This is an optimization exercise on Yosys and OpenROAD, whose aim is small area and a short achievable clock period, not a production implementation. Only simulation tests tie the RTL to the original design; equivalence was not proved. Power and IR drop assume default switching activity.

[flow/config.mk]
export PLATFORM = sky130hd
export DESIGN_NAME = Viterbi_Decoder
export DESIGN_NICKNAME = Viterbi_Decoder
export VERILOG_FILES = /design/flow/design.v
export SDC_FILE = /design/flow/constraint.sdc
export NUM_CORES = 4
export LEC_CHECK = 0
export CAP_MARGIN = 20
export CORE_MARGIN = 2
export CORE_UTILIZATION = 40
export SLEW_MARGIN = 20
export SYNTH_HIERARCHICAL = 1
export SYNTH_MINIMUM_KEEP_SIZE = 0
[flow/constraint.sdc]
create_clock -name core_clock -period 10.0 [get_ports {clk}]
set_input_delay 2.0000 -clock core_clock [delete_from_list [all_inputs] [get_ports {clk}]]
set_output_delay 2.0000 -clock core_clock [all_outputs]
set_load 0.01 [all_outputs]
[flow/design.v]
module Viterbi_Decoder(
    input [1:0] encoded_signal,
    input clk,
    input reset,
    output wire decoded_signal
);
  reg        t, tp;
  reg [2:0]  e, f;
  reg [2:0]  dr;        
  reg [35:0] re;        
  reg [3:0]  cnt;       
  reg        dec;
  wire [12:0] X, Y;
  vd_tables tables (.t(t), .e(e), .f(f), .X(X), .Y(Y));
  wire [3:0] cntn;
  wire nv14, g10, g11, g12, g20, g21, g22;
  vd_ctl ctl (.reset(reset), .cnt(cnt), .dr(dr), .t(t), .tp(tp), .cntn(cntn), .nv14(nv14),
              .g10(g10), .g11(g11), .g12(g12), .g20(g20), .g21(g21), .g22(g22));
  wire [35:0] ren;
  genvar k;
  generate
    for (k = 0; k < 12; k = k + 1) begin : st
      vd_col col (.s(re[3*k +: 3]), .d0(dr[0]), .g10(g10), .g11(g11), .g12(g12),
                  .g20(g20), .g21(g21), .g22(g22), .n(ren[3*k +: 3]));
    end
  endgenerate
  wire o00, o11, o10, o01;
  vd_out outs (.s(ren[35:33]), .i00(X[3:2]), .i11(X[1:0]), .i10(Y[3:2]), .i01(Y[1:0]),
               .o00(o00), .o11(o11), .o10(o10), .o01(o01));
  wire       tn, decn;
  wire [2:0] en, fn, dn;
  vd_sel sel (.c0(encoded_signal[0]), .c1(encoded_signal[1]), .reset(reset), .nv14(nv14),
              .X(X), .Y(Y), .o00(o00), .o11(o11), .o10(o10), .o01(o01),
              .tn(tn), .en(en), .fn(fn), .dn(dn), .decn(decn));
  always @(posedge clk) begin
    t   <= tn;     
    e   <= en;
    f   <= fn;
    cnt <= cntn;
    tp  <= t;
    dr  <= dn;
    re  <= {ren[32:0], dr};
    dec <= decn;
  end
  assign decoded_signal = dec;
endmodule
module vd_tables(
    input t,
    input [2:0] e,
    input [2:0] f,
    output [12:0] X,
    output [12:0] Y
);
  wire tb_new_n34, tb_new_n35, tb_new_n36, tb_new_n37, tb_new_n38, tb_new_n39, tb_new_n40, tb_new_n41, tb_new_n42, tb_new_n43, tb_new_n44, tb_new_n45, tb_new_n47, tb_new_n48, tb_new_n49, tb_new_n51, tb_new_n52, tb_new_n54, tb_new_n55, tb_new_n56, tb_new_n57, tb_new_n58, tb_new_n59, tb_new_n60, tb_new_n61, tb_new_n63, tb_new_n64, tb_new_n66, tb_new_n67, tb_new_n69, tb_new_n71, tb_new_n72, tb_new_n73, tb_new_n75, tb_new_n76, tb_new_n77, tb_new_n78, tb_new_n79, tb_new_n80, tb_new_n81, tb_new_n83, tb_new_n84, tb_new_n86, tb_new_n87, tb_new_n88, tb_new_n90, tb_new_n91, tb_new_n92, tb_new_n93, tb_new_n94, tb_new_n95, tb_new_n97, tb_new_n100, tb_new_n102, tb_new_n103, tb_new_n108, tb_new_n110, tb_new_n111, tb_new_n112, tb_new_n113, tb_new_n116, tb_new_n118, tb_new_n120;
  vc_inv_1 tbg00 (.A(t), .Y(tb_new_n34));
  vc_inv_1 tbg01 (.A(e[2]), .Y(tb_new_n35));
  vc_nor3_1 tbg02 (.A(f[1]), .B(tb_new_n34), .C(tb_new_n35), .Y(tb_new_n36));
  vc_inv_1 tbg03 (.A(tb_new_n36), .Y(tb_new_n37));
  vc_inv_1 tbg04 (.A(e[0]), .Y(tb_new_n38));
  vc_inv_1 tbg05 (.A(f[2]), .Y(tb_new_n39));
  vc_nor2_1 tbg06 (.A(f[0]), .B(tb_new_n39), .Y(tb_new_n40));
  vc_inv_1 tbg07 (.A(tb_new_n40), .Y(tb_new_n41));
  vc_a21oi_1 tbg08 (.A1(tb_new_n41), .A2(tb_new_n35), .B1(tb_new_n38), .Y(tb_new_n42));
  vc_nor2_1 tbg09 (.A(e[0]), .B(tb_new_n35), .Y(tb_new_n43));
  vc_nor2_1 tbg10 (.A(t), .B(tb_new_n35), .Y(tb_new_n44));
  vc_nor2_1 tbg11 (.A(f[0]), .B(tb_new_n34), .Y(tb_new_n45));
  vc_o22ai_1 tbg12 (.A1(e[1]), .A2(tb_new_n43), .B1(tb_new_n44), .B2(tb_new_n45), .Y(X[5]));
  vc_nor2_1 tbg13 (.A(e[0]), .B(tb_new_n34), .Y(tb_new_n47));
  vc_inv_1 tbg14 (.A(tb_new_n47), .Y(tb_new_n48));
  vc_nand2_1 tbg15 (.A(X[5]), .B(tb_new_n48), .Y(tb_new_n49));
  vc_o21ai_0 tbg16 (.A1(tb_new_n42), .A2(tb_new_n49), .B1(tb_new_n37), .Y(X[0]));
  vc_inv_1 tbg17 (.A(f[0]), .Y(tb_new_n51));
  vc_nor2_1 tbg18 (.A(f[1]), .B(tb_new_n51), .Y(tb_new_n52));
  vc_a211oi_1 tbg19 (.A1(tb_new_n48), .A2(tb_new_n52), .B1(tb_new_n39), .C1(tb_new_n36), .Y(X[1]));
  vc_nor2_1 tbg20 (.A(t), .B(tb_new_n39), .Y(tb_new_n54));
  vc_inv_1 tbg21 (.A(tb_new_n54), .Y(tb_new_n55));
  vc_nor2_1 tbg22 (.A(e[0]), .B(tb_new_n55), .Y(tb_new_n56));
  vc_nor2_1 tbg23 (.A(tb_new_n40), .B(tb_new_n56), .Y(tb_new_n57));
  vc_inv_1 tbg24 (.A(tb_new_n44), .Y(tb_new_n58));
  vc_nand2_1 tbg25 (.A(tb_new_n35), .B(t), .Y(tb_new_n59));
  vc_nand2_1 tbg26 (.A(tb_new_n58), .B(tb_new_n59), .Y(tb_new_n60));
  vc_nor3_1 tbg27 (.A(t), .B(e[1]), .C(tb_new_n38), .Y(tb_new_n61));
  vc_nor2_1 tbg28 (.A(tb_new_n61), .B(tb_new_n60), .Y(Y[4]));
  vc_nand2_1 tbg29 (.A(tb_new_n57), .B(Y[4]), .Y(tb_new_n63));
  vc_nand3_1 tbg30 (.A(tb_new_n34), .B(e[0]), .C(e[1]), .Y(tb_new_n64));
  vc_nand2_1 tbg31 (.A(tb_new_n63), .B(tb_new_n64), .Y(X[2]));
  vc_inv_1 tbg32 (.A(f[1]), .Y(tb_new_n66));
  vc_nor2_1 tbg33 (.A(f[1]), .B(tb_new_n58), .Y(tb_new_n67));
  vc_o22ai_1 tbg34 (.A1(tb_new_n66), .A2(tb_new_n39), .B1(tb_new_n67), .B2(tb_new_n57), .Y(X[3]));
  vc_nor2_1 tbg35 (.A(f[2]), .B(tb_new_n34), .Y(tb_new_n69));
  vc_a211oi_1 tbg36 (.A1(tb_new_n52), .A2(tb_new_n34), .B1(tb_new_n54), .C1(tb_new_n69), .Y(X[4]));
  vc_inv_1 tbg37 (.A(e[1]), .Y(tb_new_n71));
  vc_nor2_1 tbg38 (.A(tb_new_n71), .B(tb_new_n39), .Y(tb_new_n72));
  vc_nand2_1 tbg39 (.A(tb_new_n72), .B(t), .Y(tb_new_n73));
  vc_o21ai_0 tbg40 (.A1(e[2]), .A2(tb_new_n64), .B1(tb_new_n73), .Y(X[6]));
  vc_nand2_1 tbg41 (.A(tb_new_n34), .B(e[1]), .Y(tb_new_n75));
  vc_inv_1 tbg42 (.A(tb_new_n69), .Y(tb_new_n76));
  vc_o21ai_0 tbg43 (.A1(tb_new_n36), .A2(tb_new_n41), .B1(tb_new_n76), .Y(tb_new_n77));
  vc_nor2_1 tbg44 (.A(e[2]), .B(f[2]), .Y(tb_new_n78));
  vc_inv_1 tbg45 (.A(tb_new_n78), .Y(tb_new_n79));
  vc_o21ai_0 tbg46 (.A1(t), .A2(tb_new_n51), .B1(tb_new_n79), .Y(tb_new_n80));
  vc_a21oi_1 tbg47 (.A1(tb_new_n80), .A2(tb_new_n71), .B1(tb_new_n56), .Y(tb_new_n81));
  vc_o221ai_1 tbg48 (.A1(f[0]), .A2(tb_new_n75), .B1(tb_new_n38), .B2(tb_new_n77), .C1(tb_new_n81), .Y(X[7]));
  vc_inv_1 tbg49 (.A(tb_new_n43), .Y(tb_new_n83));
  vc_a22oi_1 tbg50 (.A1(tb_new_n54), .A2(f[1]), .B1(tb_new_n72), .B2(t), .Y(tb_new_n84));
  vc_o21ai_0 tbg51 (.A1(tb_new_n83), .A2(tb_new_n76), .B1(tb_new_n84), .Y(X[8]));
  vc_nor2_1 tbg52 (.A(e[1]), .B(f[2]), .Y(tb_new_n86));
  vc_a21oi_1 tbg53 (.A1(e[0]), .A2(tb_new_n86), .B1(tb_new_n72), .Y(tb_new_n87));
  vc_nand2_1 tbg54 (.A(tb_new_n55), .B(tb_new_n59), .Y(tb_new_n88));
  vc_o21ai_0 tbg55 (.A1(tb_new_n45), .A2(tb_new_n88), .B1(tb_new_n87), .Y(X[9]));
  vc_inv_1 tbg56 (.A(tb_new_n67), .Y(tb_new_n90));
  vc_nand2_1 tbg57 (.A(tb_new_n61), .B(f[2]), .Y(tb_new_n91));
  vc_nor2_1 tbg58 (.A(tb_new_n78), .B(tb_new_n86), .Y(tb_new_n92));
  vc_a21oi_1 tbg59 (.A1(tb_new_n58), .A2(tb_new_n75), .B1(tb_new_n92), .Y(tb_new_n93));
  vc_inv_1 tbg60 (.A(tb_new_n93), .Y(tb_new_n94));
  vc_nand2_1 tbg61 (.A(tb_new_n57), .B(tb_new_n94), .Y(tb_new_n95));
  vc_o21ai_0 tbg62 (.A1(tb_new_n90), .A2(tb_new_n91), .B1(tb_new_n95), .Y(X[10]));
  vc_o211ai_1 tbg63 (.A1(t), .A2(e[1]), .B1(e[2]), .C1(tb_new_n37), .Y(tb_new_n97));
  vc_o21ai_0 tbg64 (.A1(tb_new_n83), .A2(tb_new_n94), .B1(tb_new_n97), .Y(X[11]));
  vc_o211ai_1 tbg65 (.A1(tb_new_n51), .A2(tb_new_n90), .B1(tb_new_n76), .C1(tb_new_n87), .Y(X[12]));
  vc_nor2_1 tbg66 (.A(tb_new_n39), .B(tb_new_n43), .Y(tb_new_n100));
  vc_nor2_1 tbg67 (.A(tb_new_n100), .B(tb_new_n60), .Y(Y[0]));
  vc_inv_1 tbg68 (.A(tb_new_n100), .Y(tb_new_n102));
  vc_nand2_1 tbg69 (.A(tb_new_n52), .B(tb_new_n35), .Y(tb_new_n103));
  vc_o21ai_0 tbg70 (.A1(tb_new_n34), .A2(tb_new_n103), .B1(tb_new_n102), .Y(Y[1]));
  vc_o21ai_0 tbg71 (.A1(t), .A2(tb_new_n103), .B1(tb_new_n102), .Y(Y[3]));
  vc_nor3_1 tbg72 (.A(tb_new_n67), .B(tb_new_n88), .C(Y[3]), .Y(Y[2]));
  vc_o22ai_1 tbg73 (.A1(f[1]), .A2(tb_new_n40), .B1(tb_new_n54), .B2(tb_new_n69), .Y(Y[5]));
  vc_nor2_1 tbg74 (.A(e[2]), .B(f[0]), .Y(tb_new_n108));
  vc_nor3_1 tbg75 (.A(tb_new_n66), .B(tb_new_n108), .C(tb_new_n60), .Y(Y[6]));
  vc_nor2_1 tbg76 (.A(e[0]), .B(tb_new_n90), .Y(tb_new_n110));
  vc_inv_1 tbg77 (.A(tb_new_n110), .Y(tb_new_n111));
  vc_o22ai_1 tbg78 (.A1(tb_new_n35), .A2(tb_new_n51), .B1(f[1]), .B2(tb_new_n79), .Y(tb_new_n112));
  vc_o21ai_0 tbg79 (.A1(tb_new_n34), .A2(tb_new_n112), .B1(tb_new_n111), .Y(tb_new_n113));
  vc_a21oi_1 tbg80 (.A1(tb_new_n47), .A2(X[8]), .B1(tb_new_n113), .Y(Y[7]));
  vc_o21ai_0 tbg81 (.A1(tb_new_n41), .A2(tb_new_n59), .B1(tb_new_n97), .Y(Y[8]));
  vc_a22oi_1 tbg82 (.A1(f[1]), .A2(f[2]), .B1(tb_new_n52), .B2(tb_new_n35), .Y(tb_new_n116));
  vc_o31ai_1 tbg83 (.A1(tb_new_n44), .A2(tb_new_n47), .A3(tb_new_n69), .B1(tb_new_n116), .Y(Y[9]));
  vc_o21ai_0 tbg84 (.A1(t), .A2(tb_new_n112), .B1(tb_new_n83), .Y(tb_new_n118));
  vc_o21ai_0 tbg85 (.A1(X[11]), .A2(tb_new_n111), .B1(tb_new_n118), .Y(Y[10]));
  vc_a21oi_1 tbg86 (.A1(tb_new_n108), .A2(tb_new_n34), .B1(tb_new_n39), .Y(tb_new_n120));
  vc_o31ai_1 tbg87 (.A1(tb_new_n78), .A2(tb_new_n86), .A3(tb_new_n120), .B1(tb_new_n84), .Y(Y[11]));
  vc_nand3_1 tbg88 (.A(tb_new_n116), .B(tb_new_n59), .C(tb_new_n91), .Y(Y[12]));
endmodule
module vd_ctl(
    input reset,
    input [3:0] cnt,
    input [2:0] dr,
    input t, tp,
    output [3:0] cntn,
    output nv14,
    output g10, g11, g12, g20, g21, g22
);
  wire ct_new_n24, ct_new_n25, ct_new_n26, ct_new_n27, ct_new_n28, ct_new_n30, ct_new_n31, ct_new_n33, ct_new_n35, ct_new_n37;
  vc_nand3_1 ctg00 (.A(cnt[1]), .B(cnt[2]), .C(cnt[3]), .Y(nv14));
  vc_a21oi_1 ctg01 (.A1(nv14), .A2(cnt[0]), .B1(reset), .Y(cntn[0]));
  vc_nand2_1 ctg02 (.A(cnt[2]), .B(cnt[3]), .Y(ct_new_n24));
  vc_nand2_1 ctg03 (.A(cnt[0]), .B(cnt[1]), .Y(ct_new_n25));
  vc_inv_1 ctg04 (.A(ct_new_n25), .Y(ct_new_n26));
  vc_inv_1 ctg05 (.A(reset), .Y(ct_new_n27));
  vc_o21ai_0 ctg06 (.A1(cnt[0]), .A2(cnt[1]), .B1(ct_new_n27), .Y(ct_new_n28));
  vc_a21oi_1 ctg07 (.A1(ct_new_n26), .A2(ct_new_n24), .B1(ct_new_n28), .Y(cntn[1]));
  vc_inv_1 ctg08 (.A(cnt[3]), .Y(ct_new_n30));
  vc_o21ai_0 ctg09 (.A1(cnt[2]), .A2(ct_new_n26), .B1(ct_new_n27), .Y(ct_new_n31));
  vc_a31oi_1 ctg10 (.A1(cnt[2]), .A2(ct_new_n30), .A3(ct_new_n26), .B1(ct_new_n31), .Y(cntn[2]));
  vc_nand2_1 ctg11 (.A(ct_new_n26), .B(cnt[2]), .Y(ct_new_n33));
  vc_a21oi_1 ctg12 (.A1(ct_new_n33), .A2(ct_new_n30), .B1(reset), .Y(cntn[3]));
  vc_inv_1 ctg13 (.A(tp), .Y(ct_new_n35));
  vc_nor2_1 ctg14 (.A(dr[1]), .B(ct_new_n35), .Y(g10));
  vc_inv_1 ctg15 (.A(dr[1]), .Y(ct_new_n37));
  vc_nor2_1 ctg16 (.A(tp), .B(ct_new_n37), .Y(g11));
  vc_nor2_1 ctg17 (.A(g10), .B(g11), .Y(g12));
  vc_a21oi_1 ctg18 (.A1(ct_new_n35), .A2(t), .B1(dr[2]), .Y(g20));
  vc_a21boi_0 ctg19 (.A1(t), .A2(tp), .B1_N(dr[2]), .Y(g21));
  vc_nor2_1 ctg20 (.A(g21), .B(g20), .Y(g22));
endmodule
module vd_col(
    input [2:0] s,
    input d0, g10, g11, g12, g20, g21, g22,
    output [2:0] n
);
  assign n[0] = ~(d0 ? s[1] : s[0]);
  assign n[1] = ~((g10 & s[0]) | (g11 & s[1]) | (g12 & s[2]));
  assign n[2] = ~((g20 & s[0]) | (g21 & s[1]) | (g22 & s[2]));
endmodule
module vd_out(
    input [2:0] s,
    input [1:0] i00, i11, i10, i01,
    output o00, o11, o10, o01
);
  function pick(input [2:0] v, input [1:0] i);
    pick = i[1] ? v[2] : (i[0] ? v[1] : v[0]);
  endfunction
  assign o00 = pick(s, i00);
  assign o11 = pick(s, i11);
  assign o10 = pick(s, i10);
  assign o01 = pick(s, i01);
endmodule
module vd_sel(
    input c0, c1, reset, nv14,
    input [12:0] X,
    input [12:0] Y,
    input o00, o11, o10, o01,
    output tn,
    output [2:0] en,
    output [2:0] fn,
    output [2:0] dn,
    output decn
);
  wire s00, s01, s10, s11, nrst;    
  vc_nor3_1   u_s00 (.A(c0), .B(c1), .C(reset), .Y(s00));
  vc_nor3b_1  u_s01 (.A(c1), .B(reset), .C_N(c0), .Y(s01));
  vc_nor3b_1  u_s10 (.A(c0), .B(reset), .C_N(c1), .Y(s10));
  vc_and3b_1  u_s11 (.A_N(reset), .B(c0), .C(c1), .X(s11));
  vc_inv_1    u_nr (.A(reset), .Y(nrst));
  vc_or2_1    u_t (.A(s01), .B(s10), .X(tn));
  vd_sel4 #(.R(1)) u_e2 (s00, s01, s10, s11, nrst, {X[9],  Y[9],  Y[12], X[12]}, en[2]);
  vd_sel4 #(.R(1)) u_e1 (s00, s01, s10, s11, nrst, {X[8],  Y[8],  Y[11], X[11]}, en[1]);
  vd_sel4 #(.R(0)) u_e0 (s00, s01, s10, s11, nrst, {X[7],  Y[7],  Y[10], X[10]}, en[0]);
  vd_sel4 #(.R(0)) u_f2 (s00, s01, s10, s11, nrst, {X[12], Y[12], Y[9],  X[9]},  fn[2]);
  vd_sel4 #(.R(0)) u_f1 (s00, s01, s10, s11, nrst, {X[11], Y[11], Y[8],  X[8]},  fn[1]);
  vd_sel4 #(.R(1)) u_f0 (s00, s01, s10, s11, nrst, {X[10], Y[10], Y[7],  X[7]},  fn[0]);
  vd_sel4 #(.R(0))     u_d2 (s00, s01, s10, s11, nrst, {X[6],  Y[6],  Y[5],  X[5]},  dn[2]);
  vd_sel4 #(.R(0))     u_d1 (s00, s01, s10, s11, nrst, {X[4],  Y[5],  Y[6],  X[4]},  dn[1]);
  vd_sel4 #(.R(0))     u_d0 (s00, s01, s10, s11, nrst, {X[5],  Y[4],  Y[4],  X[6]},  dn[0]);
  wire p1, p2;
  vc_a22oi_1  u_o1 (.A1(s00), .A2(o00), .B1(s01), .B2(o10), .Y(p1));
  vc_a22oi_1  u_o2 (.A1(s10), .A2(o01), .B1(s11), .B2(o11), .Y(p2));
  vc_a21oi_1  u_dec (.A1(p1), .A2(p2), .B1(nv14), .Y(decn));
endmodule
module vd_sel4 #(parameter R = 0) (
    input s00, s01, s10, s11, nrst,
    input [3:0] d,
    output y
);
  wire p1, p2;
  vc_a22oi_1 u_p1 (.A1(s00), .A2(d[0]), .B1(s01), .B2(d[1]), .Y(p1));
  vc_a22oi_1 u_p2 (.A1(s10), .A2(d[2]), .B1(s11), .B2(d[3]), .Y(p2));
  generate
    if (R) begin : one
      vc_nand3_1 u_y (.A(p1), .B(p2), .C(nrst), .Y(y));
    end else begin : zero
      vc_nand2_1 u_y (.A(p1), .B(p2), .Y(y));
    end
  endgenerate
endmodule
module vc_a211oi_1(input A1, input A2, input B1, input C1, output Y);
  assign Y = (~A1&~B1&~C1) | (~A2&~B1&~C1);
endmodule
module vc_a21boi_0(input A1, input A2, input B1_N, output Y);
  assign Y = (~A1&B1_N) | (~A2&B1_N);
endmodule
module vc_a21oi_1(input A1, input A2, input B1, output Y);
  assign Y = (~A1&~B1) | (~A2&~B1);
endmodule
module vc_a22oi_1(input A1, input A2, input B1, input B2, output Y);
  assign Y = (~A1&~B1) | (~A1&~B2) | (~A2&~B1) | (~A2&~B2);
endmodule
module vc_a31oi_1(input A1, input A2, input A3, input B1, output Y);
  assign Y = (~A1&~B1) | (~A2&~B1) | (~A3&~B1);
endmodule
module vc_and3b_1(input A_N, input B, input C, output X);
  assign X = (~A_N&B&C);
endmodule
module vc_inv_1(input A, output Y);
  assign Y = (~A);
endmodule
module vc_nand2_1(input A, input B, output Y);
  assign Y = (~A) | (~B);
endmodule
module vc_nand3_1(input A, input B, input C, output Y);
  assign Y = (~A) | (~B) | (~C);
endmodule
module vc_nor2_1(input A, input B, output Y);
  assign Y = (~A&~B);
endmodule
module vc_nor3_1(input A, input B, input C, output Y);
  assign Y = (~A&~B&~C);
endmodule
module vc_nor3b_1(input A, input B, input C_N, output Y);
  assign Y = (~A&~B&C_N);
endmodule
module vc_o211ai_1(input A1, input A2, input B1, input C1, output Y);
  assign Y = (~A1&~A2) | (~B1) | (~C1);
endmodule
module vc_o21ai_0(input A1, input A2, input B1, output Y);
  assign Y = (~A1&~A2) | (~B1);
endmodule
module vc_o221ai_1(input A1, input A2, input B1, input B2, input C1, output Y);
  assign Y = (~B1&~B2) | (~A1&~A2) | (~C1);
endmodule
module vc_o22ai_1(input A1, input A2, input B1, input B2, output Y);
  assign Y = (~B1&~B2) | (~A1&~A2);
endmodule
module vc_o31ai_1(input A1, input A2, input A3, input B1, output Y);
  assign Y = (~A1&~A2&~A3) | (~B1);
endmodule
module vc_or2_1(input A, input B, output X);
  assign X = (A) | (B);
endmodule
[flow/flow/run.sh]
#!/bin/bash
# The standard layout (the standard.sh, unchanged synthesis), with two
# optimisation knobs: port buffers of a normal buffer cell instead of the
# delay cell buffer_ports picks by default, and a setup margin so that the
# resizer's repair works towards a shorter period than the 10 ns constraint.
# The constraints (constraint.sdc) are not changed.
set -euo pipefail
bash standard.sh \
  "BUFFER_PORTS_ARGS=-buffer_cell sky130_fd_sc_hd__buf_2" \
  SETUP_SLACK_MARGIN=${MARGIN:-7.2} \
  ABC_LOAD_IN_FF=1 \
  "CTS_ARGS=-sink_clustering_enable -sink_clustering_size 60 -sink_clustering_max_diameter 500 -sink_clustering_levels 1 -buf_list sky130_fd_sc_hd__clkbuf_8 -root_buf sky130_fd_sc_hd__clkbuf_8 -sink_buffer_max_cap_derate 1.0 -repair_clock_nets" \
  finish > make_finish.log 2>&1
[flow/standard.sh]
#!/bin/bash
# synth_recipe.tcl (not shown) runs the flow's synth.tcl, then flattens the netlist and writes it again
# the make line also repeats each setting of config.mk as NAME=value (left out here)
make -C /OpenROAD-flow-scripts/flow DESIGN_CONFIG=/design/flow/config.mk WORK_HOME=/design/flow/orfs CLKGATE_MAP_FILE= SYNTH_SCRIPT=/design/flow/synth_recipe.tcl "${@:-finish}"
==> results.sh, run 1 <==
export IMPL_yosysTopAreaCellShare_pct=47.03
export IMPL_antenna_found_initial=0
export IMPL_grt_pass1_vias=1971
export IMPL_max_vdd_ir_drop_v=0.0001117
export IMPL_insertedDiodeCount=0
export IMPL_drive_gt1_share_pct=8.077
export IMPL_port_buffers=4
export IMPL_reg2reg_setup_slack_ns=7.57
export IMPL_nets=263
export IMPL_io_pins=5
export IMPL_syn_to_final_growth_pct=13.91
export IMPL_synthTopCellsByArea="dfxtp_1, a222oi_1, a22oi_1, mux2i_1, o21ai_1"
export IMPL_pwr_density_cell_mw_per_mm2=257.5
export IMPL_htreeDepth=2
export IMPL_drv_cap=0
export IMPL_mostFrequentLayoutCell="dfxtp_1"
export IMPL_grt_pass1_wl_um=9418
export IMPL_wl_per_cell_um=16.47
export IMPL_critPathKind="flop to output pin"
export IMPL_p_int_w=0.0004396
export IMPL_whs_ns=0.3782
export IMPL_vias=2020
export IMPL_clk_path_buf_depth=2
export IMPL_drtAntennaViolNets=0
export IMPL_gp_congestion=0.9743
export IMPL_ff_latch_area_sq_mm=0.001041
export IMPL_critPathCaptureType="output pin"
export IMPL_grt_max_degree=18
export IMPL_max_slew_worst_pin_slew_ns=0.9169
export IMPL_max_freq_ghz=0.3640
export IMPL_multi_input_area_sq_mm=0.001124
export IMPL_grt_use_total_pct=19.32
export IMPL_slew_viol_final=0
export IMPL_p_comb_share_pct=24.8
export IMPL_crit_cells=1
export IMPL_p_leak_nw=0.9893
export IMPL_yosysSeqAreaShare_pct=47.03
export IMPL_synth_area_sq_mm=0.002213
export IMPL_final_cell_mix="dfxtp_1, inv_1, nand2_1, a222oi_1, a22oi_1"
export IMPL_clkTransAtPathRegs_ns=0.09
export IMPL_crit_arrival_ns=0.75
export IMPL_reg2reg_to="dec"
export IMPL_clockRootBuffer="clkbuf_8"
export IMPL_start_kind="flop"
export IMPL_initial_utilization_pct=40.69
export IMPL_p_switching_w=0.0002095
export IMPL_worstHoldEndpoint="re[2]"
export IMPL_max_slew_margin_rel_pct=38.65
export IMPL_skew_ns=0.01034
export IMPL_fin_crit_ns=2.748
export IMPL_final_hold_violation_count=0
export IMPL_worstSkewPairLatency_ns=0.30
export IMPL_fillers=523
export IMPL_hp_class="flop to flop"
export IMPL_pwr_share_clk_pct=26.0
export IMPL_avgSynthCellArea_sq_um=8.997
export IMPL_setup_violations=0
export IMPL_seqPwrFrac_pct=49.2
export IMPL_cp_cell_sequence="buf_2"
export IMPL_outcome="complete, no violations"
export IMPL_dpl_hpwl_um=3817
export IMPL_worst_path_largest_cell_delay_ns=0.33
export IMPL_synth_cells=246
export IMPL_holdPathStages=0
export IMPL_cts_buffers=5
export IMPL_dieArea_sq_mm=0.006144
export IMPL_worst_path_max_delay_cell="dfxtp_1"
export IMPL_min_from="dr[2]"
export IMPL_synth_fp_nets=250
export IMPL_vias_per_cell=6.084
export IMPL_ys_seq_elements=52
export IMPL_core_area_sq_mm=0.005439
export IMPL_ff2ff_path_depth=7
export IMPL_cp_num_buf_inv=1
export IMPL_yosysUniqueCellTypes=21
export IMPL_switching_share_pct=32.28
export IMPL_drtIter0Drc=236
export IMPL_gr_total_overflow=0
export IMPL_yosys_warnings=8
export IMPL_required_ns=8.00
export IMPL_reg2reg_from="t"
export IMPL_wirelength_um=5468
export IMPL_critical_path_max_fanout=1
export IMPL_crit_family="flip-flops"
export IMPL_detail_route_first_pass_iterations=7
export IMPL_die_width_um=78.39
export IMPL_synth_top_area_cell="dfxtp_1"
export IMPL_fp_dieH_um=78.39
export IMPL_drc=0
export IMPL_fin_crit_sh_pct=27.48
export IMPL_setup_tns_ns=0
export IMPL_rsz0062_at_grt="false"
export IMPL_placementRows=27
export IMPL_cts_tree="built"
export IMPL_cts_num_sinks=52
-- Yosys stat by module (local to each module, per instance), excerpt --
module / cells / times used / cell area, sq um / flops+latches
vc_nand2_1: 1 / 20 / 3.754 / 0
vc_nand3_1: 1 / 6 / 5.005 / 0
vc_nor3b_1: 1 / 2 / 7.507 / 0
vc_a22oi_1: 1 / 22 / 7.507 / 0
vc_o21ai_0: 1 / 16 / 5.005 / 0
vc_nor3_1: 1 / 5 / 5.005 / 0
vc_a31oi_1: 1 / 1 / 6.256 / 0
-- cell usage after synthesis --
master and instances:
o221ai_1 1, a21oi_1 11, nor2_1 24, nand2_1 24, dfxtp_1 52, a222oi_1 24
or2_0 1, and3b_1 1, o31ai_1 2, a22oi_1 22, nand3_1 6, o21ai_1 20
a211oi_1 2, nor3_1 5, a31oi_1 1, mux2i_1 16, a21boi_1 1, o22ai_1 4
inv_1 25, o211ai_1 2, nor3b_1 2
-- power by group through the flow --
stage          Combinational, W  Clock [W]  Sequential [W]
6_report               0.000161   0.000169        0.000319
5_1_grt                0.000179   0.000183        0.000327
4_1_cts                0.000156   0.000172        0.000318
3_5_place_dp           0.000153          0        0.000322
3_3_place_gp           0.000157          0        0.000322
2_1_floorplan          0.000119          0        0.000309
-- kinds of logic (layout without fill, tap and decap cells) --
group	Yosys count	count (layout)	synth area share [%]
AND/OR/NAND/NOR	63	63	11.98
buffers and inverters	25	39	4.240
flip-flops	52	52	47.03
AO/OA/AOI/OAI	90	90	29.51
multiplexers	16	16	7.236
-- how the worst max path moves through the flow --
| stage | slack, ns | end | from |
|---|---|---|---|
| 2_1_floorplan | 7.23 | dec | reset |
| 3_3_place_gp | 6.89 | dec | reset |
| 3_5_place_dp | 6.86 | dec | reset |
| 4_1_cts | 7.21 | dec | encoded_signal[1] |
| 5_1_grt | 7.22 | decoded_signal | dec |
| 6_report | 7.25 | decoded_signal | dec |
-- through the flow --
stage	total power [W]	area [sq um]	setup WS, ns	util, %	cells
6_report	0.0006491	2521	7.252	46.35	332
5_1_grt	0.0006892	2521	7.218	46.35	332
4_1_cts	0.0006462	2505	7.208	46.05	331
3_5_place_dp	0.0004756	2346	6.859	43.13	323
3_3_place_gp	0.0004788	2346	6.892	43.13	323
2_1_floorplan	0.0004277	2228	7.226	-	246
-- state kept, by name, summed over array words and instances (netlist names) --
signal	count
cnt	4
dec	1
dr	3
e	3
f	3
re	36
t	1
tp	1
-- layer usage --
metal / global-route usage [%] / share of wire [%] / up-vias / routed length [um]
li1: - / - / 973 / -
met1: 25.63 / 45 / 933 / 2467
met2: 30.43 / 46 / 100 / 2508
met3: 4.713 / 6.8 / 14 / 372
met4: 7.368 / 2.2 / 0 / 119
met5: 0 / 0 / - / 0
-- area by class of cell --
| class | count | area share, % |
|---|---|---|
| clock buffer | 5 | 2.730 |
| sequential | 52 | 41.29 |
| multi-input combinational | 169 | 44.57 |
| inverter | 25 | 3.722 |
| timing repair buffer | 6 | 1.390 |
| clock inverter | 3 | 2.730 |
| tap | 72 | 3.573 |
-- timing repair --
item                       4_1_cts  5_1_grt
setup endpoints to repair        1       10
pin swaps                        0        1
hold buffers                     0        0
resized for setup                5        2
buffers inserted                 0        1
==> run 2: changes to the inputs <==
--- a/flow/flow/run.sh
+++ b/flow/flow/run.sh
@@ -10,4 +10,3 @@
   SETUP_SLACK_MARGIN=${MARGIN:-7.2} \
   ABC_LOAD_IN_FF=1 \
-  "CTS_ARGS=-sink_clustering_enable -sink_clustering_size 60 -sink_clustering_max_diameter 500 -sink_clustering_levels 1 -buf_list sky130_fd_sc_hd__clkbuf_8 -root_buf sky130_fd_sc_hd__clkbuf_8 -sink_buffer_max_cap_derate 1.0 -repair_clock_nets" \
   finish > make_finish.log 2>&1
==> run 2 against run 1 <==
Effect of this change: still clean on timing, DRC and antenna; wire length unchanged; combinational power about the same; cell area unchanged; sequential cell count unchanged; via count unchanged; first-iteration DRC count unchanged; critical endpoint unchanged; largest cell class unchanged; highest routed layer unchanged.
==> results.sh, run 2 <==
export IMPL_worst_path_max_delay_cell="dfxtp_1"
export IMPL_final_cell_count_no_fill=332
export IMPL_pwr_share_clk_pct=26.0
export IMPL_yosysTopAreaCellShare_pct=47.03
export IMPL_port_buffers=4
export IMPL_cts_num_sinks=52
export IMPL_synth_fp_nets=250
export IMPL_critical_path_max_fanout=1
export IMPL_drive_gt1_share_pct=8.077
export IMPL_crit_family="flip-flops"
export IMPL_fp_dieH_um=78.39
export IMPL_switching_share_pct=32.28
export IMPL_holdPathStages=0
export IMPL_vias=2020
export IMPL_drc=0
export IMPL_synth_most_common_cell="dfxtp_1"
export IMPL_clkTransAtPathRegs_ns=0.09
export IMPL_initial_utilization_pct=40.69
export IMPL_synthTopCellsByCount="dfxtp_1, inv_1, a222oi_1, nand2_1, nor2_1"
export IMPL_die_width_um=78.39
export IMPL_synth_area_sq_mm=0.002213
export IMPL_wirelength_um=5468
export IMPL_cp_num_buf_inv=1
export IMPL_worst_path_largest_cell_delay_ns=0.33
export IMPL_setup_tns_ns=0
export IMPL_grt_pass1_vias=1971
export IMPL_synth_cells=246
export IMPL_max_freq_ghz=0.3640
export IMPL_htreeDepth=2
export IMPL_pwr_density_cell_mw_per_mm2=257.5
export IMPL_clockRootBuffer="clkbuf_8"
export IMPL_worstSkewPairLatency_ns=0.30
export IMPL_antenna_found_initial=0
export IMPL_skew_ns=0.01034
export IMPL_ff2ff_path_depth=7
export IMPL_yosysUniqueCellTypes=21
export IMPL_p_switching_w=0.0002095
export IMPL_grt_max_degree=18
export IMPL_avgSynthCellArea_sq_um=8.997
export IMPL_cts_tree="built"
export IMPL_yosys_warnings=8
export IMPL_p_leak_nw=0.9893
export IMPL_reg_top3="re (36), cnt (4)"
export IMPL_hp_class="flop to flop"
export IMPL_insertedDiodeCount=0
export IMPL_grt_pass1_wl_um=9418
export IMPL_cts_buffers=5
export IMPL_drtIter0Drc=236
export IMPL_dpl_hpwl_um=3817
export IMPL_synthTopCellsByArea="dfxtp_1, a222oi_1, a22oi_1, mux2i_1, o21ai_1"
export IMPL_seqPwrFrac_pct=49.2
export IMPL_crit_cells=1
export IMPL_fin_crit_ns=2.748
export IMPL_vias_per_cell=6.084
export IMPL_detail_route_first_pass_iterations=7
export IMPL_start_kind="flop"
export IMPL_io_pins=5
export IMPL_gr_total_overflow=0
export IMPL_rsz0062_at_grt="false"
export IMPL_synth_main_ff_cell="dfxtp_1"
export IMPL_syn_to_final_growth_pct=13.91
export IMPL_gp_congestion=0.9743
export IMPL_crit_arrival_ns=0.75
export IMPL_largest_reg_flops=36
export IMPL_wl_per_cell_um=16.47
export IMPL_required_ns=8.00
export IMPL_cp_cell_sequence="buf_2"
export IMPL_critPathKind="flop to output pin"
export IMPL_dieArea_sq_mm=0.006144
export IMPL_fillers=523
export IMPL_grt_use_total_pct=19.32
export IMPL_max_slew_worst_pin_slew_ns=0.9169
export IMPL_setup_violations=0
export IMPL_p_comb_share_pct=24.8
export IMPL_clk_path_buf_depth=2
export IMPL_outcome="complete, no violations"
export IMPL_drv_cap=0
export IMPL_placementRows=27
export IMPL_fin_crit_sh_pct=27.48
export IMPL_final_hold_violation_count=0
export IMPL_regMostFlops="re"
export IMPL_p_int_w=0.0004396
export IMPL_drtAntennaViolNets=0
export IMPL_nets=263
export IMPL_max_slew_margin_rel_pct=38.65
export IMPL_place_inst=323
export IMPL_synth_top_area_cell="dfxtp_1"
export IMPL_synth_edff_count=0
export IMPL_critPathCaptureType="output pin"
export IMPL_max_vdd_ir_drop_v=0.0001117
export IMPL_mostFrequentLayoutCell="dfxtp_1"
export IMPL_ys_seq_elements=52
export IMPL_slew_viol_final=0
export IMPL_yosysSeqAreaShare_pct=47.03
export IMPL_final_cell_mix="dfxtp_1, inv_1, nand2_1, a222oi_1, a22oi_1"
export IMPL_core_area_sq_mm=0.005439
export IMPL_synthArstFlopShare_pct=0
[run 2: cell counts after synthesis]
Identical to the previous run, type by type.
[run 2: Yosys stat by module, one instance, submodules excluded, a selection]
module,area (sq um),copies in the design
vc_nand3_1,5.005,6
vd_out,75.07,1
Viterbi_Decoder,1041,1
vc_or2_1,6.256,1
vc_a211oi_1,7.507,2
vc_a31oi_1,6.256,1
vc_nor3b_1,7.507,2
vc_a21oi_1,5.005,11
vc_nor2_1,3.754,24
vc_a21boi_0,7.507,1
[run 2: worst paths after layout]
kind / startpoint / end / slack (ns)
max reg2reg: t / dec / 7.57
min: dr[2] / re[2] / 0.38
min reg2reg: dr[2] / re[2] / 0.38
max: dec / decoded_signal / 7.25
[run 2: power by group through the flow]
stage | Combinational [W] | Clock [W] | Sequential [W]
global placement | 0.000157 | 0 | 0.000322
CTS | 0.000156 | 0.000172 | 0.000318
global route | 0.000179 | 0.000183 | 0.000327
detailed placement | 0.000153 | 0 | 0.000322
finish | 0.000161 | 0.000169 | 0.000319
floorplan | 0.000119 | 0 | 0.000309
[run 2: logic make-up (layout without fill, tap and decap cells)]
logic type / after synthesis / after routing / share of synthesized area (%)
buffers and inverters: 25 / 39 / 4.240
flip-flops: 52 / 52 / 47.03
multiplexers: 16 / 16 / 7.236
AND/OR/NAND/NOR: 63 / 63 / 11.98
AO/OA/AOI/OAI: 90 / 90 / 29.51
[run 2: what timing repair did]
| action | 4_1_cts | 5_1_grt |
|---|---|---|
| buffers inserted | 0 | 1 |
| gates cloned | 0 | 0 |
| hold buffers | 0 | 0 |
| endpoints found under the setup margin | 1 | 10 |
| pin swaps | 0 | 1 |
| endpoints found under the hold margin | 0 | 0 |
| resized for setup | 5 | 2 |
[run 2: stage by stage]
stage	power [W]	util, %	area [sq um]	hold slack (ns)	setup slack [ns]
after floorplan	0.0004277	-	2228	0.3459	7.226
after global placement	0.0004788	43.13	2346	0.3555	6.892
after detailed placement	0.0004756	43.13	2346	0.3556	6.859
after CTS	0.0006462	46.05	2505	0.3793	7.208
after global routing	0.0006892	46.35	2521	0.3907	7.218
final	0.0006491	46.35	2521	0.3782	7.252
[run 2: area by class of cell]
class,count,area [sq um],share of cell area (%)
flip-flops and latches,52,1041,41.29
inverters,25,93.84,3.722
repair buffers,6,35.03,1.390
clock inverters,3,68.82,2.730
clock buffers,5,68.82,2.730
well taps,72,90.09,3.573
multi-input cells,169,1124,44.57
[run 2: layer usage]
metal | routed length, um | track usage, %
met1 | 2467 | 25.63
met3 | 372 | 4.713
met5 | 0 | 0
met4 | 119 | 7.368
met2 | 2508 | 30.43
==> run 3: changes to the inputs <==
--- a/flow/flow/run.sh
+++ b/flow/flow/run.sh
@@ -10,3 +10,4 @@
   SETUP_SLACK_MARGIN=${MARGIN:-7.2} \
   ABC_LOAD_IN_FF=1 \
+  "CTS_ARGS=-buf_list sky130_fd_sc_hd__clkbuf_16 -root_buf sky130_fd_sc_hd__clkbuf_16 -sink_buffer_max_cap_derate 1.0 -repair_clock_nets" \
   finish > make_finish.log 2>&1
==> run 3 against run 2 <==
Effect of this change: clock skew is 0.0047 ns lower; sequential cell count did not move; synthesized cell count did not move; cell area grew 2.2%.
==> results.sh, run 3 <==
export IMPL_critPathCaptureType="output pin"
export IMPL_insertedDiodeCount=0
export IMPL_start_kind="flop"
export IMPL_final_cell_mix="dfxtp_1, inv_1, nand2_1, a222oi_1, a22oi_1"
export IMPL_max_slew_margin_rel_pct=40.75
export IMPL_wl_per_cell_um=16.36
export IMPL_cp_num_buf_inv=1
export IMPL_reg_top3="re (36), cnt (4)"
export IMPL_yosysTopAreaCellShare_pct=47.03
export IMPL_p_leak_nw=1.015
export IMPL_critPathKind="flop to output pin"
export IMPL_port_buffers=4
export IMPL_timing_final_ws_setup_ns=7.279
export IMPL_grt_pass1_vias=1943
export IMPL_synth_main_ff_cell="dfxtp_1"
export IMPL_reg2reg_setup_slack_ns=7.53
export IMPL_syn_to_final_growth_pct=16.45
export IMPL_pwr_density_cell_mw_per_mm2=270.0
export IMPL_dieArea_sq_mm=0.006144
export IMPL_yosys_warnings=8
export IMPL_gr_total_overflow=0
export IMPL_p_int_w=0.0004834
export IMPL_switching_share_pct=30.55
export IMPL_drive_gt1_share_pct=8.077
export IMPL_pwr_share_clk_pct=30.9
export IMPL_max_freq_ghz=0.3675
export IMPL_avgSynthCellArea_sq_um=8.997
export IMPL_p_comb_share_pct=23.2
export IMPL_synth_fp_nets=250
export IMPL_mostFrequentLayoutCell="dfxtp_1"
export IMPL_skew_ns=0.005653
export IMPL_grt_max_degree=18
export IMPL_crit_family="flip-flops"
export IMPL_io_pins=5
export IMPL_min_from="dr[2]"
export IMPL_regMostFlops="re"
export IMPL_yosysUniqueCellTypes=21
export IMPL_p_total_w=0.0006960
export IMPL_ff2ff_path_depth=7
export IMPL_drc=0
export IMPL_crit_arrival_ns=0.72
export IMPL_fp_dieH_um=78.39
export IMPL_worst_path_largest_cell_delay_ns=0.32
export IMPL_synth_most_common_cell="dfxtp_1"
export IMPL_hold_buffers=0
export IMPL_synthArstFlopShare_pct=0
export IMPL_outcome="complete, no violations"
export IMPL_synth_cells=246
export IMPL_setup_tns_ns=0
export IMPL_initial_utilization_pct=40.69
export IMPL_clk_path_buf_depth=2
export IMPL_detail_route_first_pass_iterations=8
export IMPL_cts_num_sinks=52
export IMPL_die_width_um=78.39
export IMPL_final_hold_violation_count=0
export IMPL_reg2reg_from="t"
export IMPL_synth_area_sq_mm=0.002213
export IMPL_reg2reg_to="dec"
export IMPL_clockRootBuffer="clkbuf_16"
export IMPL_worstSkewPairLatency_ns=0.28
export IMPL_htreeDepth=2
export IMPL_cp_cell_sequence="buf_2"
export IMPL_grt_use_total_pct=19.01
export IMPL_antenna_found_initial=0
export IMPL_max_vdd_ir_drop_v=0.0001173
export IMPL_placementRows=27
export IMPL_grt_pass1_wl_um=9363
export IMPL_fin_crit_sh_pct=27.21
export IMPL_dp_slack_ns=6.859
export IMPL_hp_class="flop to flop"
export IMPL_clkTransAtPathRegs_ns=0.07
export IMPL_worstHoldEndpoint="re[2]"
export IMPL_cts_tree="built"
export IMPL_cts_buffers=5
export IMPL_worst_path_max_delay_cell="dfxtp_1"
export IMPL_nets=263
export IMPL_synth_edff_count=0
export IMPL_critPathLaunch="dec"
export IMPL_required_ns=8.00
export IMPL_vias_per_cell=6.075
export IMPL_gp_congestion=0.9743
export IMPL_p_switching_w=0.0002127
export IMPL_yosysSeqAreaShare_pct=47.03
export IMPL_seqPwrFrac_pct=45.9
export IMPL_critical_path_max_fanout=1
export IMPL_core_area_sq_mm=0.005439
export IMPL_fin_crit_ns=2.721
export IMPL_drv_cap=0
export IMPL_rsz0062_at_grt="false"
export IMPL_max_slew_worst_pin_slew_ns=0.8855
export IMPL_synth_top_area_cell="dfxtp_1"
export IMPL_synthTopCellsByCount="dfxtp_1, inv_1, a222oi_1, nand2_1, nor2_1"
export IMPL_synthTopCellsByArea="dfxtp_1, a222oi_1, a22oi_1, mux2i_1, o21ai_1"
export IMPL_wirelength_um=5431
export IMPL_ys_seq_elements=52
export IMPL_holdPathStages=0
export IMPL_largest_reg_flops=36
export IMPL_setup_violations=0
export IMPL_vias=2017
export IMPL_drtIter0Drc=229
export IMPL_dpl_hpwl_um=3817
export IMPL_drtAntennaViolNets=0
export IMPL_slew_viol_final=0
[run 3: kinds of logic after synthesis]
kind of cell,Yosys count,synth area share (%)
AO/OA/AOI/OAI,90,29.51
buffers and inverters,25,4.240
flip-flops,52,47.03
multiplexers,16,7.236
AND/OR/NAND/NOR,63,11.98
[run 3: power groups by stage]
stage	Clock, W	Combinational [W]	Sequential (W)
detailed placement	0	0.000153	0.000322
floorplan	0	0.000119	0.000309
global route	0.000232	0.000179	0.000327
global placement	0	0.000157	0.000322
finish	0.000215	0.000161	0.000319
CTS	0.000219	0.000156	0.000318
[run 3: final cells by class]
| type | count | area [sq um] |
|---|---|---|
| Clock buffer | 5 | 125.1 |
| Inverter | 25 | 93.84 |
| Timing Repair Buffer | 6 | 35.03 |
| Sequential cell | 52 | 1041 |
| Fill cell | 518 | 2861 |
| Multi-Input combinational cell | 169 | 1124 |
| Clock inverter | 3 | 68.82 |
| Tap cell | 72 | 90.09 |
[run 3: timing repair]
action                                  4_1_cts  5_1_grt
buffers inserted                              0        1
cloned                                        0        0
pin swaps                                     0        1
endpoints found under the setup margin        1        1
resized for setup                             6        1
[run 3: per-stage QoR]
step	util [%]	cell area [sq um]	hold WS, ns	cells
after global placement	43.13	2346	0.3555	323
after detailed placement	43.13	2346	0.3556	323
after floorplan	-	2228	0.3459	246
final	47.39	2577	0.3644	332
after CTS	47.21	2567	0.3648	331
after global routing	47.39	2577	0.3755	332
[run 3: how the worst max path moves through the flow]
| stage | to | slack, ns | cells past startpoint |
|---|---|---|---|
| CTS | decoded_signal | 7.27 | 1 |
| detailed placement | dec | 6.86 | 4 |
| global route | dec | 7.21 | 4 |
| floorplan | dec | 7.23 | 3 |
| global placement | dec | 6.89 | 4 |
| finish | decoded_signal | 7.28 | 1 |
[run 3: modules after synthesis, one instance, submodules excluded, excerpt]
| module | flops+latches | cells inside | times used |
|---|---|---|---|
| Viterbi_Decoder | 52 | 52 | 1 |
| vc_a31oi_1 | 0 | 1 | 1 |
| vc_and3b_1 | 0 | 1 | 1 |
| vc_nor2_1 | 0 | 1 | 24 |
| vc_nor3_1 | 0 | 1 | 5 |
| vc_o21ai_0 | 0 | 1 | 16 |
| vc_o31ai_1 | 0 | 1 | 2 |
| vd_out | 0 | 12 | 1 |
[run 3: metal layers]
layer / GRT usage [%] / wire [um] / up-vias
li1: - / - / 978
met1: 25.74 / 2422 / 932
met2: 30.26 / 2516 / 93
met3: 4.598 / 357 / 14
met4: 5.439 / 135 / 0
met5: 0 / 0 / -
==> run 4: changes to the inputs <==
--- a/flow/flow/run.sh
+++ b/flow/flow/run.sh
@@ -8,6 +8,6 @@
 bash standard.sh \
   "BUFFER_PORTS_ARGS=-buffer_cell sky130_fd_sc_hd__buf_2" \
-  SETUP_SLACK_MARGIN=${MARGIN:-7.2} \
+  SETUP_SLACK_MARGIN=${MARGIN:-7.3} \
   ABC_LOAD_IN_FF=1 \
-  "CTS_ARGS=-buf_list sky130_fd_sc_hd__clkbuf_16 -root_buf sky130_fd_sc_hd__clkbuf_16 -sink_buffer_max_cap_derate 1.0 -repair_clock_nets" \
+  "CTS_ARGS=-sink_clustering_enable -repair_clock_nets -dont_use_dummy_load" \
   finish > make_finish.log 2>&1
==> run 4 against run 3 <==
Effect of this change: first-iteration DRC count is 3.1% higher; utilization fell by 1.9 points; final cell count shrank 0.30%; maximum frequency down 0.15%; synthesized area unchanged; cell area decreased by 4.0%; combinational power decreased by 2%; total power decreased by 16%; setup slack lost 0.0041 ns; via count up 0.79%.
==> results.sh, run 4 <==
export IMPL_max_slew_worst_pin_slew_ns=0.8409
export IMPL_largest_reg_flops=36
export IMPL_setup_tns_ns=0
export IMPL_dpl_hpwl_um=3701
export IMPL_initial_utilization_pct=40.69
export IMPL_htreeDepth=2
export IMPL_final_hold_violation_count=0
export IMPL_crit_arrival_ns=0.72
export IMPL_grt_pass1_vias=1828
export IMPL_yosys_warnings=8
export IMPL_fin_crit_ns=2.725
export IMPL_whs_ns=0.3508
export IMPL_critPathCaptureType="output pin"
export IMPL_switching_share_pct=34.17
export IMPL_grt_pass1_wl_um=8942
export IMPL_gr_total_overflow=0
export IMPL_drive_gt1_share_pct=8.108
export IMPL_critPathKind="flop to output pin"
export IMPL_die_width_um=78.39
export IMPL_yosysUniqueCellTypes=21
export IMPL_pwr_share_clk_pct=18.0
export IMPL_synthArstFlopShare_pct=0
export IMPL_synth_most_common_cell="dfxtp_1"
export IMPL_start_kind="flop"
export IMPL_worstSkewPairLatency_ns=0.30
export IMPL_drtIter0Drc=236
export IMPL_p_leak_nw=0.9683
export IMPL_wirelength_um=5323
export IMPL_drtAntennaViolNets=0
export IMPL_pwr_density_cell_mw_per_mm2=234.9
export IMPL_synthTopCellsByArea="dfxtp_1, a222oi_1, a22oi_1, mux2i_1, o21ai_1"
export IMPL_worst_path_max_delay_cell="dfxtp_2"
export IMPL_dieArea_sq_mm=0.006144
export IMPL_max_vdd_ir_drop_v=0.00008822
export IMPL_worst_path_largest_cell_delay_ns=0.33
export IMPL_nets=265
export IMPL_reg_top3="re (36), cnt (4)"
export IMPL_dp_slack_ns=6.971
export IMPL_seqPwrFrac_pct=55.0
export IMPL_drc=0
export IMPL_required_ns=8.00
export IMPL_clockRootBuffer="clkbuf_8"
export IMPL_grt_max_degree=17
export IMPL_syn_to_final_growth_pct=11.81
export IMPL_vias=2033
export IMPL_grt_use_total_pct=18.24
export IMPL_regMostFlops="re"
export IMPL_synth_fp_nets=250
export IMPL_yosysTopAreaCellShare_pct=47.03
export IMPL_antenna_found_initial=0
export IMPL_detail_route_first_pass_iterations=6
export IMPL_synth_top_area_cell="dfxtp_1"
export IMPL_cts_num_sinks=52
export IMPL_placementRows=27
export IMPL_hp_class="flop to flop"
export IMPL_clkTransAtPathRegs_ns=0.08
export IMPL_synth_area_sq_mm=0.002213
export IMPL_ys_seq_elements=52
export IMPL_port_buffers=4
export IMPL_fp_dieH_um=78.39
export IMPL_skew_ns=0.02851
export IMPL_cts_tree="built"
export IMPL_timing_final_ws_setup_ns=7.275
export IMPL_vias_per_cell=6.142
export IMPL_synth_edff_count=0
export IMPL_cts_buffers=5
export IMPL_critical_path_max_fanout=1
export IMPL_max_freq_ghz=0.3670
export IMPL_gp_congestion=0.9672
export IMPL_io_pins=5
export IMPL_drv_cap=0
export IMPL_insertedDiodeCount=0
export IMPL_crit_family="flip-flops"
export IMPL_fin_crit_sh_pct=27.25
export IMPL_p_switching_w=0.0001987
export IMPL_cp_num_buf_inv=1
export IMPL_p_int_w=0.0003828
export IMPL_final_cell_mix="dfxtp_1, inv_1, nand2_1, a222oi_1, a22oi_1"
export IMPL_avgSynthCellArea_sq_um=8.997
export IMPL_core_area_sq_mm=0.005439
export IMPL_clk_path_buf_depth=2
export IMPL_p_comb_share_pct=27.0
export IMPL_mostFrequentLayoutCell="dfxtp_1"
export IMPL_setup_violations=0
export IMPL_outcome="complete, no violations"
export IMPL_rsz0062_at_grt="true"
export IMPL_wl_per_cell_um=16.08
export IMPL_synth_cells=246
export IMPL_synthTopCellsByCount="dfxtp_1, inv_1, a222oi_1, nand2_1, nor2_1"
export IMPL_yosysSeqAreaShare_pct=47.03
export IMPL_synth_main_ff_cell="dfxtp_1"
export IMPL_slew_viol_final=0
export IMPL_max_slew_margin_rel_pct=43.73
export IMPL_cp_cell_sequence="buf_6"
run 4: cell counts after synthesis:
Identical to the previous run, type by type.
run 4: Yosys stat by module, one instance, submodules excluded, a selection:
module / area (sq um) / flops+latches
vc_o211ai_1: 7.507 / 0
vc_nor3_1: 5.005 / 0
vc_o21ai_0: 5.005 / 0
vc_nand3_1: 5.005 / 0
vc_a211oi_1: 7.507 / 0
vc_a31oi_1: 6.256 / 0
vc_inv_1: 3.754 / 0
vc_nor2_1: 3.754 / 0
vc_o31ai_1: 7.507 / 0
vc_o22ai_1: 6.256 / 0
vc_o221ai_1: 8.758 / 0
run 4: logic make-up after synthesis:
group                  share of synthesized area (%)
AO/OA/AOI/OAI                                  29.51
AND/OR/NAND/NOR                                11.98
flip-flops                                     47.03
buffers and inverters                          4.240
multiplexers                                   7.236
run 4: area by class of cell:
cell class                      count  area [sq um]
Timing Repair Buffer                8         58.81
Inverter                           25         93.84
Clock buffer                        5         68.82
Sequential cell                    52          1042
Fill cell                         535          2964
Tap cell                           72         90.09
Multi-Input combinational cell    169          1121
run 4: final timing paths:
kind | cells past startpoint | end | slack [ns] | start
worst max-delay path | 1 | decoded_signal | 7.28 | dec
worst min register to register | 0 | re[2] | 0.35 | dr[2]
worst max register to register | 8 | dec | 7.58 | tp
worst min-delay path | 0 | re[2] | 0.35 | dr[2]
run 4: what timing repair did:
item / in CTS / in global routing
hold buffers: 0 / 0
resized for setup: 4 / 3
endpoints found under the setup margin: 2 / 6
setup buffers: 2 / 0
pin swaps: 1 / 1
run 4: layer usage:
| metal | track usage (%) | part of all wire, % | vias up |
|---|---|---|---|
| li1 | - | - | 978 |
| met1 | 25.54 | 45 | 952 |
| met2 | 27.84 | 46 | 94 |
| met3 | 4.368 | 7.4 | 9 |
| met4 | 5.614 | 1.4 | 0 |
| met5 | 0 | 0 | - |
run 4: stage by stage:
stage | area, sq um | total power (W) | instances | utilization [%]
5_1_grt | 2475 | 0.0006196 | 331 | 45.50
6_report | 2475 | 0.0005815 | 331 | 45.50
3_3_place_gp | 2372 | 0.0004771 | 324 | 43.62
2_1_floorplan | 2247 | 0.0004281 | 246 | -
3_5_place_dp | 2372 | 0.0004758 | 324 | 43.62
4_1_cts | 2469 | 0.0005826 | 331 | 45.39
run 4: power groups by stage:
stage | clock (W) | sequential, W | combinational, W
3_3_place_gp | 0 | 0.000322 | 0.000155
2_1_floorplan | 0 | 0.000309 | 0.000119
4_1_cts | 0.000109 | 0.000318 | 0.000155
6_report | 0.000105 | 0.000320 | 0.000157
5_1_grt | 0.000117 | 0.000327 | 0.000175
3_5_place_dp | 0 | 0.000322 | 0.000153
==> run 5: changes to the inputs <==
--- a/flow/flow/run.sh
+++ b/flow/flow/run.sh
@@ -8,5 +8,5 @@
 bash standard.sh \
   "BUFFER_PORTS_ARGS=-buffer_cell sky130_fd_sc_hd__buf_2" \
-  SETUP_SLACK_MARGIN=${MARGIN:-7.3} \
+  SETUP_SLACK_MARGIN=${MARGIN:-7.2} \
   ABC_LOAD_IN_FF=1 \
   "CTS_ARGS=-sink_clustering_enable -repair_clock_nets -dont_use_dummy_load" \
==> run 5 against run 4 <==
Effect of this change: cell area fell by 0.91%; combinational power barely moved; synthesized area did not move; via count fell by 1.9%; final cell count fell by 0.60%; sequential power barely moved; maximum frequency rose by 0.24%; synthesized cell count did not move; first-iteration DRC count fell by 3.0%.
==> results.sh, run 5 <==
export IMPL_outcome="complete, no violations"
export IMPL_synth_main_ff_cell="dfxtp_1"
export IMPL_antenna_found_initial=0
export IMPL_placementRows=27
export IMPL_setup_violations=0
export IMPL_drv_cap=0
export IMPL_drc=0
export IMPL_fillers=532
export IMPL_mostFrequentLayoutCell="dfxtp_1"
export IMPL_crit_family="flip-flops"
export IMPL_wl_met2_um=2489
export IMPL_avgSynthCellArea_sq_um=8.997
export IMPL_cts_buffers=5
export IMPL_gr_total_overflow=0
export IMPL_clkTransAtPathRegs_ns=0.08
export IMPL_worst_path_largest_cell_delay_ns=0.32
export IMPL_ys_seq_elements=52
export IMPL_core_area_sq_mm=0.005439
export IMPL_clk_path_buf_depth=2
export IMPL_drive_gt1_share_pct=7.004
export IMPL_io_pins=5
export IMPL_critPathCaptureType="output pin"
export IMPL_initial_utilization_pct=40.69
export IMPL_htreeDepth=2
export IMPL_worst_path_max_delay_cell="dfxtp_1"
export IMPL_fin_crit_sh_pct=27.18
export IMPL_syn_to_final_growth_pct=10.80
export IMPL_synth_cells=246
export IMPL_dpl_hpwl_um=3817
export IMPL_max_slew_worst_pin_slew_ns=0.8754
export IMPL_met3WireLength_um=345
export IMPL_hp_class="flop to flop"
export IMPL_yosysSeqAreaShare_pct=47.03
export IMPL_dieArea_sq_mm=0.006144
export IMPL_synth_area_sq_mm=0.002213
export IMPL_max_freq_ghz=0.3679
export IMPL_dr_max_layer_used="met4"
export IMPL_reg_top3="re (36), cnt (4)"
export IMPL_drtAntennaViolNets=0
export IMPL_gp_congestion=0.9743
export IMPL_fp_dieH_um=78.39
export IMPL_port_buffers=4
export IMPL_required_ns=8.00
export IMPL_pwr_density_cell_mw_per_mm2=237.5
export IMPL_cp_cell_sequence="buf_2"
export IMPL_insertedDiodeCount=0
export IMPL_synth_top_area_cell="dfxtp_1"
export IMPL_wl_per_cell_um=16.33
export IMPL_synthTopCellsByArea="dfxtp_1, a222oi_1, a22oi_1, mux2i_1, o21ai_1"
export IMPL_regMostFlops="re"
export IMPL_worstSkewPairLatency_ns=0.30
export IMPL_critPathKind="flop to output pin"
export IMPL_grt_use_total_pct=18.88
export IMPL_post_dp_cell_area_sq_mm=0.002346
export IMPL_crit_arrival_ns=0.72
export IMPL_fin_crit_ns=2.718
export IMPL_critical_path_max_fanout=1
export IMPL_hold_buffers=0
export IMPL_skew_ns=0.02953
export IMPL_drtIter0Drc=229
export IMPL_nets=263
export IMPL_synthArstFlopShare_pct=0
export IMPL_cp_num_buf_inv=1
export IMPL_yosys_warnings=8
export IMPL_slew_viol_final=0
export IMPL_whs_ns=0.3648
export IMPL_grt_max_degree=18
export IMPL_cts_tree="built"
export IMPL_m1WireLength_um=2428
export IMPL_clockRootBuffer="clkbuf_8"
export IMPL_cts_num_sinks=52
export IMPL_die_width_um=78.39
export IMPL_synth_edff_count=0
export IMPL_max_vdd_ir_drop_v=0.00009466
export IMPL_final_cell_mix="dfxtp_1, inv_1, nand2_1, a222oi_1, a22oi_1"
export IMPL_setup_tns_ns=0
export IMPL_yosysTopAreaCellShare_pct=47.03
export IMPL_synth_fp_nets=250
export IMPL_final_area_sq_mm=0.002452
export IMPL_p_leak_nw=0.9565
export IMPL_vias_per_cell=6.061
export IMPL_start_kind="flop"
export IMPL_vias=1994
export IMPL_detail_route_first_pass_iterations=7
export IMPL_synth_most_common_cell="dfxtp_1"
export IMPL_wirelength_um=5372
export IMPL_final_hold_violation_count=0
export IMPL_synthTopCellsByCount="dfxtp_1, inv_1, a222oi_1, nand2_1, nor2_1"
export IMPL_grt_pass1_vias=1935
export IMPL_grt_pass1_wl_um=9225
export IMPL_max_slew_margin_rel_pct=41.42
export IMPL_rsz0062_at_grt="false"
export IMPL_largest_reg_flops=36
export IMPL_yosysUniqueCellTypes=21
## run 5: cell count changes in the layout (fill, tap and decap cells not counted)
cell      before  now
clkbuf_4       1    0
a21boi_1       1    0
dfxtp_1       51   52
dfxtp_2        1    0
and3b_1        0    1
and3b_2        1    0
buf_2          2    4
a21boi_2       0    1
buf_4          4    2
buf_6          1    0
## run 5: report_power, final
part / internal (W) / switching [W] / leakage [nW]
combinational: 0.0000694 / 0.0000910 / 0.487
sequential: 0.000270 / 0.0000491 / 0.434
clock: 0.0000452 / 0.0000580 / 0.0359
total: 0.000384 / 0.000198 / 0.957
## run 5: area by class of cell
type,count,area (sq um),area share [%]
inverter,25,93.84,3.827
clock buffer,5,68.82,2.806
sequential,52,1041,42.45
tap,72,90.09,3.673
timing repair buffer,6,35.03,1.429
multi-input combinational,169,1124,45.82
## run 5: cells by family (layout without fill, tap and decap cells)
kind of cell	after synthesis	count (layout)	share of synthesized area, %
AO/OA/AOI/OAI	90	90	29.51
buffers and inverters	25	36	4.240
flip-flops	52	52	47.03
multiplexers	16	16	7.236
AND/OR/NAND/NOR	63	63	11.98
## run 5: Yosys stat by module (local to each module, per instance), excerpt
module,cells inside,copies in the design,flops+latches
vc_nand2_1,1,20,0
vc_a211oi_1,1,2,0
vd_out,12,1,0
vc_o211ai_1,1,2,0
vc_a31oi_1,1,1,0
Viterbi_Decoder,52,1,52
vc_a21oi_1,1,11,0
vc_or2_1,1,1,0
vc_and3b_1,1,1,0
vc_inv_1,1,25,0
vc_o22ai_1,1,4,0
## run 5: timing repair
item,4_1_cts,5_1_grt
setup buffers,0,1
gates resized for setup,6,1
setup endpoints to repair,1,1
pin swaps,0,1
## run 5: routing by layer
| metal | GRT usage [%] | vias to the layer above |
|---|---|---|
| met2 | 29.57 | 80 |
| met4 | 7.368 | 0 |
| met5 | 0 | - |
| li1 | - | 973 |
| met3 | 4.713 | 12 |
| met1 | 25.05 | 929 |
## run 5: final timing paths
path	start	endpoint	slack [ns]	cells past startpoint
worst min-delay path	dr[2]	re[2]	0.36	0
worst max register to register	t	dec	7.58	7
worst min register to register	dr[2]	re[2]	0.36	0
worst max-delay path	dec	decoded_signal	7.28	1
## run 5: metrics by stage
step,setup slack (ns),utilization [%],power (W),instances
6_report,7.282,45.09,0.0005824,329
2_1_floorplan,7.226,-,0.0004277,246
4_1_cts,7.259,44.90,0.0005812,328
3_5_place_dp,6.859,43.13,0.0004756,323
3_3_place_gp,6.892,43.13,0.0004788,323
5_1_grt,7.213,45.09,0.0006218,329

==> what the ideal ports hide <==
How much do the figures lean on ideal ports? The routed layouts below were timed once more, with nothing changed but the port constraints. Step 1 sets driving cells, clkbuf_16 on the clock port and buf_2 on the other inputs (assumed; they add their load-dependent delay and slew). Step 2 moves the port delays by t, midway between the first and last clock arrival at a register: inputs arrive t later, outputs are due t later. That takes back most of the time a late clock gives input paths. Slacks: ideal ports / drivers / drivers and shift; pairs: ideal ports / drivers.
run | shift t [ns] | setup WS [ns] | worst slew at a driven data input, ns
run 1 | 0.323 | 7.252 / 7.226 / 6.999 | 0.02
run 2 | 0.323 | 7.252 / 7.226 / 6.999 | 0.02
run 3 | 0.307 | 7.279 / 7.248 / 6.998 | 0.02
run 4 | 0.318 | 7.275 / 7.249 / 7.046 | 0.03
run 5 | 0.315 | 7.282 / 7.255 / 6.984 | 0.02
After both steps setup and hold are still met in every run listed. The setup slack of run 5, which loses most, moves by -0.027 ns with the drivers and by -0.298 ns with both steps.
